From an optimization exercise on the open Yosys and OpenROAD flow, aimed at small area and a short achievable clock period; shortcuts taken in it are not production practice. At most, simulation tests tie the RTL to the original design; equivalence was not proved. Power is estimated from default activity; no workload was simulated.

tundra:
==> flow/design.v (excerpt) <==
module cpu(input clk, reset, interrupt,
           input [7:0] datamem_data, usermem_data_in,
           output [7:0] datamem_address, usermem_address, usermem_data_out,
           output rw,
           output [7:0] v1, v2);
==> module alu, before the edit <==
module alu (input [7:0] b, a,
            input [2:0] op,
            input cmp,           
            output reg [7:0] y,
            output eq);          
wire       sub = op[0] | cmp;
wire [7:0] bx  = b ^ {8{sub}};
wire [7:0] p0  = a ^ bx;
wire [7:0] g0  = a & bx;
wire [7:0] g1, p1, g2, p2, g3;
assign g1[0] = g0[0] | (p0[0] & sub);
assign p1[0] = 1'b0;
genvar i;
generate
    for (i = 1; i < 8; i = i + 1)
    begin : l1
        assign g1[i] = g0[i] | (p0[i] & (i == 1 ? g1[0] : g0[i-1]));
        assign p1[i] = p0[i] & p0[i-1];
    end
    for (i = 0; i < 8; i = i + 1)
    begin : l2
        if (i < 2)
        begin : lo
            assign g2[i] = g1[i];
            assign p2[i] = 1'b0;
        end
        else
        begin : hi
            assign g2[i] = g1[i] | (p1[i] & g1[i-2]);
            assign p2[i] = p1[i] & p1[i-2];
        end
    end
    for (i = 0; i < 8; i = i + 1)
    begin : l3
        if (i < 4)
        begin : lo
            assign g3[i] = g2[i];
        end
        else
        begin : hi
            assign g3[i] = g2[i] | (p2[i] & g2[i-4]);
        end
    end
endgenerate
assign eq = &p0;       
wire [7:0] sum = p0 ^ {g3[6:0], sub};
wire [7:0] rsn = (|b[7:3]) ? 8'b0 : (a >> b[2:0]);
always @*
begin
    case (op)
        3'd0: y = a | b;
        3'd1: y = a & b;
        3'd2: y = ~a;
        3'd3: y = a ^ b;
        3'd4, 3'd5: y = sum;
        3'd6: y = b;
        default: y = rsn;
    endcase
end
endmodule
==> module control, before the edit <==
module control (input clk, reset, interrupt,
                input [7:0] datamem_data, datamem_address, usermem_data_in,
                input [7:0] read1, read2, alu_out,
                input eq,
                output [1:0] rsel1, rsel2, wsel,
                output we,
                output [7:0] wdata,
                output reg [7:0] usermem_address, usermem_data_out, pc_jmpaddr,
                output reg rw,
                output pc_jump, pc_freeze);
localparam S0   = 3'd0;   
localparam S1   = 3'd1;   
localparam S2J  = 3'd2;   
localparam S2S  = 3'd3;   
localparam S3   = 3'd4;   
localparam S4   = 3'd5;   
localparam S56  = 3'd6;   
reg [2:0] stage;
reg [7:0] sp;
reg [7:0] regdata;           
reg [3:0] ins;               
wire [7:0] dd = datamem_data;
wire [3:0] hi = dd[7:4];
wire s0  = (stage == S0);
wire s1  = (stage == S1);
wire s4  = (stage == S4);
wire s56 = (stage == S56);
wire run = !interrupt && !reset;
wire rst = !interrupt && reset;   
wire op_alu  = !dd[7];
wire op_jmp  = (hi == 4'h9);
wire op_call = (hi == 4'ha);
wire op_b    = (hi == 4'hb);
wire op_rts  = op_b && dd[3:0] == 4'h0;
wire op_stsp = op_b && dd[3:0] == 4'h1;
wire op_pop  = op_b && dd[3:0] == 4'h2;
wire op_ldsp = op_b && dd[3:0] == 4'h4;
wire op_push = op_b && dd[3:0] == 4'h8;
wire op_ieq  = (hi == 4'hc);
wire op_ine  = (hi == 4'hd);
wire op_two  = dd[7] && !dd[4] && !dd[5] && !dd[6] || (hi == 4'he) || (hi == 4'hf);
wire ins_ld  = (ins[3:2] == 2'b00);
wire ins_st  = (ins[3:2] == 2'b10);
wire ins_lum = (ins[3:2] == 2'b11);
assign rsel1 = dd[3:2];
assign rsel2 = dd[1:0];
assign wsel  = s1 ? ins[1:0] : dd[1:0];
assign pc_jump   = (stage == S2J) || s4;
assign pc_freeze = s56;
assign we    = !interrupt && ((s0 && (op_alu || op_stsp)) || (s1 && !ins_st));
assign wdata = s1 ? (ins_ld ? dd : regdata) : (dd[7] ? sp : alu_out);
wire       sp_dec = dd[4] && !dd[3];         
wire [7:0] sp_x   = sp ^ {8{sp_dec}};    
wire [7:0] sp_t;
assign sp_t[0] = 1'b1;
genvar k;
generate
    for (k = 1; k < 8; k = k + 1)
    begin : spt
        assign sp_t[k] = sp_t[k-1] & sp_x[k-1];
    end
endgenerate
wire [7:0] sp_pm  = sp ^ sp_t;
always @(posedge clk)
begin
    ins <= {dd[5:4], dd[1:0]};
    if (!interrupt && s0)
        usermem_data_out <= (!dd[6] && !dd[4]) ? datamem_address : read1;
    if (interrupt || reset || (s0 && (op_jmp || op_call)) || s4)
        pc_jmpaddr <= interrupt ? 8'hfd : reset ? 8'h00 : s4 ? usermem_data_in : read2;
    if (rst || (run && ((s0 && (op_alu || op_stsp)) || (s1 && ins_ld) || s56)))
        regdata <= reset ? 8'h00 : s56 ? usermem_data_in : wdata;
    if (rst || (run && s0 && (op_call || op_rts || op_pop || op_push || op_ldsp)))
        sp <= reset ? 8'h00 : op_ldsp ? read1 : sp_pm;
    if (rst || (run && ((s0 && (op_call || op_rts || op_pop || op_push)) || (s1 && !ins_ld))))
        usermem_address <= reset ? 8'h00 : s1 ? dd : op_push ? sp_pm : sp;
    if (!interrupt)
        rw <= !reset && ((s0 && (op_call || op_push)) || (s1 && ins_st));
    if (interrupt || reset)
        stage <= S2J;
    else
        case (stage)
        S0:
            if (op_jmp || op_call)                stage <= S2J;
            else if (op_rts)                      stage <= S4;
            else if (op_pop)                      stage <= S56;
            else if ((op_ieq && eq) || (op_ine && !eq)) stage <= S3;
            else if (op_two)                      stage <= S1;
            else                                  stage <= S0;
        S1:  stage <= ins_lum ? S56 : S0;
        S3:  stage <= (hi <= 4'hd) ? S0 : S2S;
        S4:  stage <= S2J;
        default: stage <= S0;     
        endcase
end
endmodule
==> module cpu, before the edit <==
module cpu(input clk, reset, interrupt,
           input [7:0] datamem_data, usermem_data_in,
           output [7:0] datamem_address, usermem_address, usermem_data_out,
           output rw,
           output [7:0] v1, v2);
    wire [1:0] rsel1, rsel2, wsel;
    wire [7:0] pc_jumpaddr, wdata, read1, read2, alu_out;
    wire we, pc_jump, pc_freeze, eq;
    pc pc0(clk, reset, pc_jump, pc_freeze, pc_jumpaddr, datamem_address);
    regfile reg0(clk, reset, we, wsel, rsel1, rsel2, wdata, read1, read2, v1, v2);
    alu alu0(read1, read2, datamem_data[6:4], datamem_data[7], alu_out, eq);
    control cntrl0(clk, reset, interrupt, datamem_data, datamem_address, usermem_data_in,
                   read1, read2, alu_out, eq, rsel1, rsel2, wsel, we, wdata,
                   usermem_address, usermem_data_out, pc_jumpaddr, rw, pc_jump, pc_freeze);
endmodule
export LEC_CHECK = 0
export CAP_MARGIN = 20
export CORE_MARGIN = 2
export CORE_UTILIZATION = 55
export CTS_BUF_LIST = sky130_fd_sc_hd__clkbuf_8
export CTS_CLUSTER_SIZE = 30
export PLACE_DENSITY = 0.8
export SETUP_SLACK_MARGIN = 4.3
export SLEW_MARGIN = 20
create_clock -name core_clock -period 8.5 [get_ports {clk}]
standard.sh (not shown) runs the stock make flow with config.mk's settings and CLKGATE_MAP_FILE= SYNTH_SCRIPT=/design/flow/synth_recipe.tcl, a recipe that flattens the netlist after the stock synthesis.
==> flow/flow/run.sh <==
#!/bin/bash
# The standard layout (the standard.sh) with two changes: the port
# buffers are plain buf cells instead of the default delay-buffer cell, and
# Yosys does not map adders to the library's fixed half/full-adder cells
# (ABC maps that logic with the rest). Registers are untouched. ORFS writes
# each step's full log under orfs/logs; make's output goes to layout.log.
set -euo pipefail
bash standard.sh "ADDER_MAP_FILE=" "BUFFER_PORTS_ARGS=-buffer_cell sky130_fd_sc_hd__buf_2" finish > layout.log 2>&1
Changes in cedar relative to tundra:
--- a/flow/design.v
+++ b/flow/design.v
@@ -1,14 +1,8 @@
-module alu (input [7:0] b, a,
-            input [2:0] op,
-            input cmp,           
-            output reg [7:0] y,
-            output eq);          
-wire       sub = op[0] | cmp;
-wire [7:0] bx  = b ^ {8{sub}};
-wire [7:0] p0  = a ^ bx;
-wire [7:0] g0  = a & bx;
+module ksadd (input [7:0] a, b, input cin, output [7:0] s);
+wire [7:0] p0 = a ^ b;
+wire [7:0] g0 = a & b;
 wire [7:0] g1, p1, g2, p2, g3;
-assign g1[0] = g0[0] | (p0[0] & sub);
+assign g1[0] = g0[0] | (p0[0] & cin);
 assign p1[0] = 1'b0;
 genvar i;
 generate
@@ -42,8 +36,14 @@
         end
     end
 endgenerate
-assign eq = &p0;       
-wire [7:0] sum = p0 ^ {g3[6:0], sub};
+assign s = p0 ^ {g3[6:0], cin};
+endmodule
+module alu (input [7:0] b, a,
+            input [2:0] op,
+            output reg [7:0] y);
+wire [7:0] add, sub;
+ksadd add0(a, b, 1'b0, add);
+ksadd sub0(a, ~b, 1'b1, sub);
 wire [7:0] rsn = (|b[7:3]) ? 8'b0 : (a >> b[2:0]);
 always @*
 begin
@@ -52,7 +52,8 @@
         3'd1: y = a & b;
         3'd2: y = ~a;
         3'd3: y = a ^ b;
-        3'd4, 3'd5: y = sum;
+        3'd4: y = add;
+        3'd5: y = sub;
         3'd6: y = b;
         default: y = rsn;
     endcase
@@ -100,7 +101,6 @@
 module control (input clk, reset, interrupt,
                 input [7:0] datamem_data, datamem_address, usermem_data_in,
                 input [7:0] read1, read2, alu_out,
-                input eq,
                 output [1:0] rsel1, rsel2, wsel,
                 output we,
                 output [7:0] wdata,
@@ -126,6 +126,7 @@
 wire s56 = (stage == S56);
 wire run = !interrupt && !reset;
 wire rst = !interrupt && reset;   
+wire eq  = (read1 == read2);
 wire op_alu  = !dd[7];
 wire op_jmp  = (hi == 4'h9);
 wire op_call = (hi == 4'ha);
@@ -200,11 +201,11 @@
            output [7:0] v1, v2);
     wire [1:0] rsel1, rsel2, wsel;
     wire [7:0] pc_jumpaddr, wdata, read1, read2, alu_out;
-    wire we, pc_jump, pc_freeze, eq;
+    wire we, pc_jump, pc_freeze;
     pc pc0(clk, reset, pc_jump, pc_freeze, pc_jumpaddr, datamem_address);
     regfile reg0(clk, reset, we, wsel, rsel1, rsel2, wdata, read1, read2, v1, v2);
-    alu alu0(read1, read2, datamem_data[6:4], datamem_data[7], alu_out, eq);
+    alu alu0(read1, read2, datamem_data[6:4], alu_out);
     control cntrl0(clk, reset, interrupt, datamem_data, datamem_address, usermem_data_in,
-                   read1, read2, alu_out, eq, rsel1, rsel2, wsel, we, wdata,
+                   read1, read2, alu_out, rsel1, rsel2, wsel, we, wdata,
                    usermem_address, usermem_data_out, pc_jumpaddr, rw, pc_jump, pc_freeze);
 endmodule
Results
Against tundra as the reference, cedar delivers a lower power per cell area.
tundra → cedar: first-pass GRT wire length went down by 2.2 mm; total core area moved down.
Number of signal-net inverters in the final layout: higher on tundra
Note that the total detailed-routing wirelength recorded for tundra amounts to 1.07 times the value seen in cedar.
tundra → cedar: shortest clock period the worst path allows after layout higher, finished layout cell area lower, clock group share of total power higher.
No functional check of the RTL was part of tundra.

==> separate check: timing with driven ports <==
The results above use ideal ports. As a check the final layouts listed here were re-extracted and re-timed, cells and wires unchanged.
Step 1 sets driving cells, clkbuf_16 on the clock port and buf_2 on the other inputs (assumed; they add their load-dependent delay and slew).
Step 2 moves the port delays by t, midway between the first and last clock arrival at a register: inputs arrive t later, outputs are due t later. That takes back most of the time a late clock gives input paths.
Slacks: ideal ports / drivers / drivers and shift; pairs: ideal ports / drivers.
| run | t, ns | setup slack, ns | worst setup path at the end | clock arrival spread, ns | pins driven straight from the clock port |
|---|---|---|---|---|---|
| tundra | 0.416 | 4.342 / 4.296 / 3.880 | input to register | 0.015 / 0.015 | 1 |
| cedar | 0.413 | 4.316 / 4.318 / 3.905 | input to register | 0.017 / 0.018 | 1 |
After both steps every run listed still meets setup and hold. The setup slack of tundra, which loses most, moves by -0.046 ns with the drivers and by -0.462 ns with both steps.
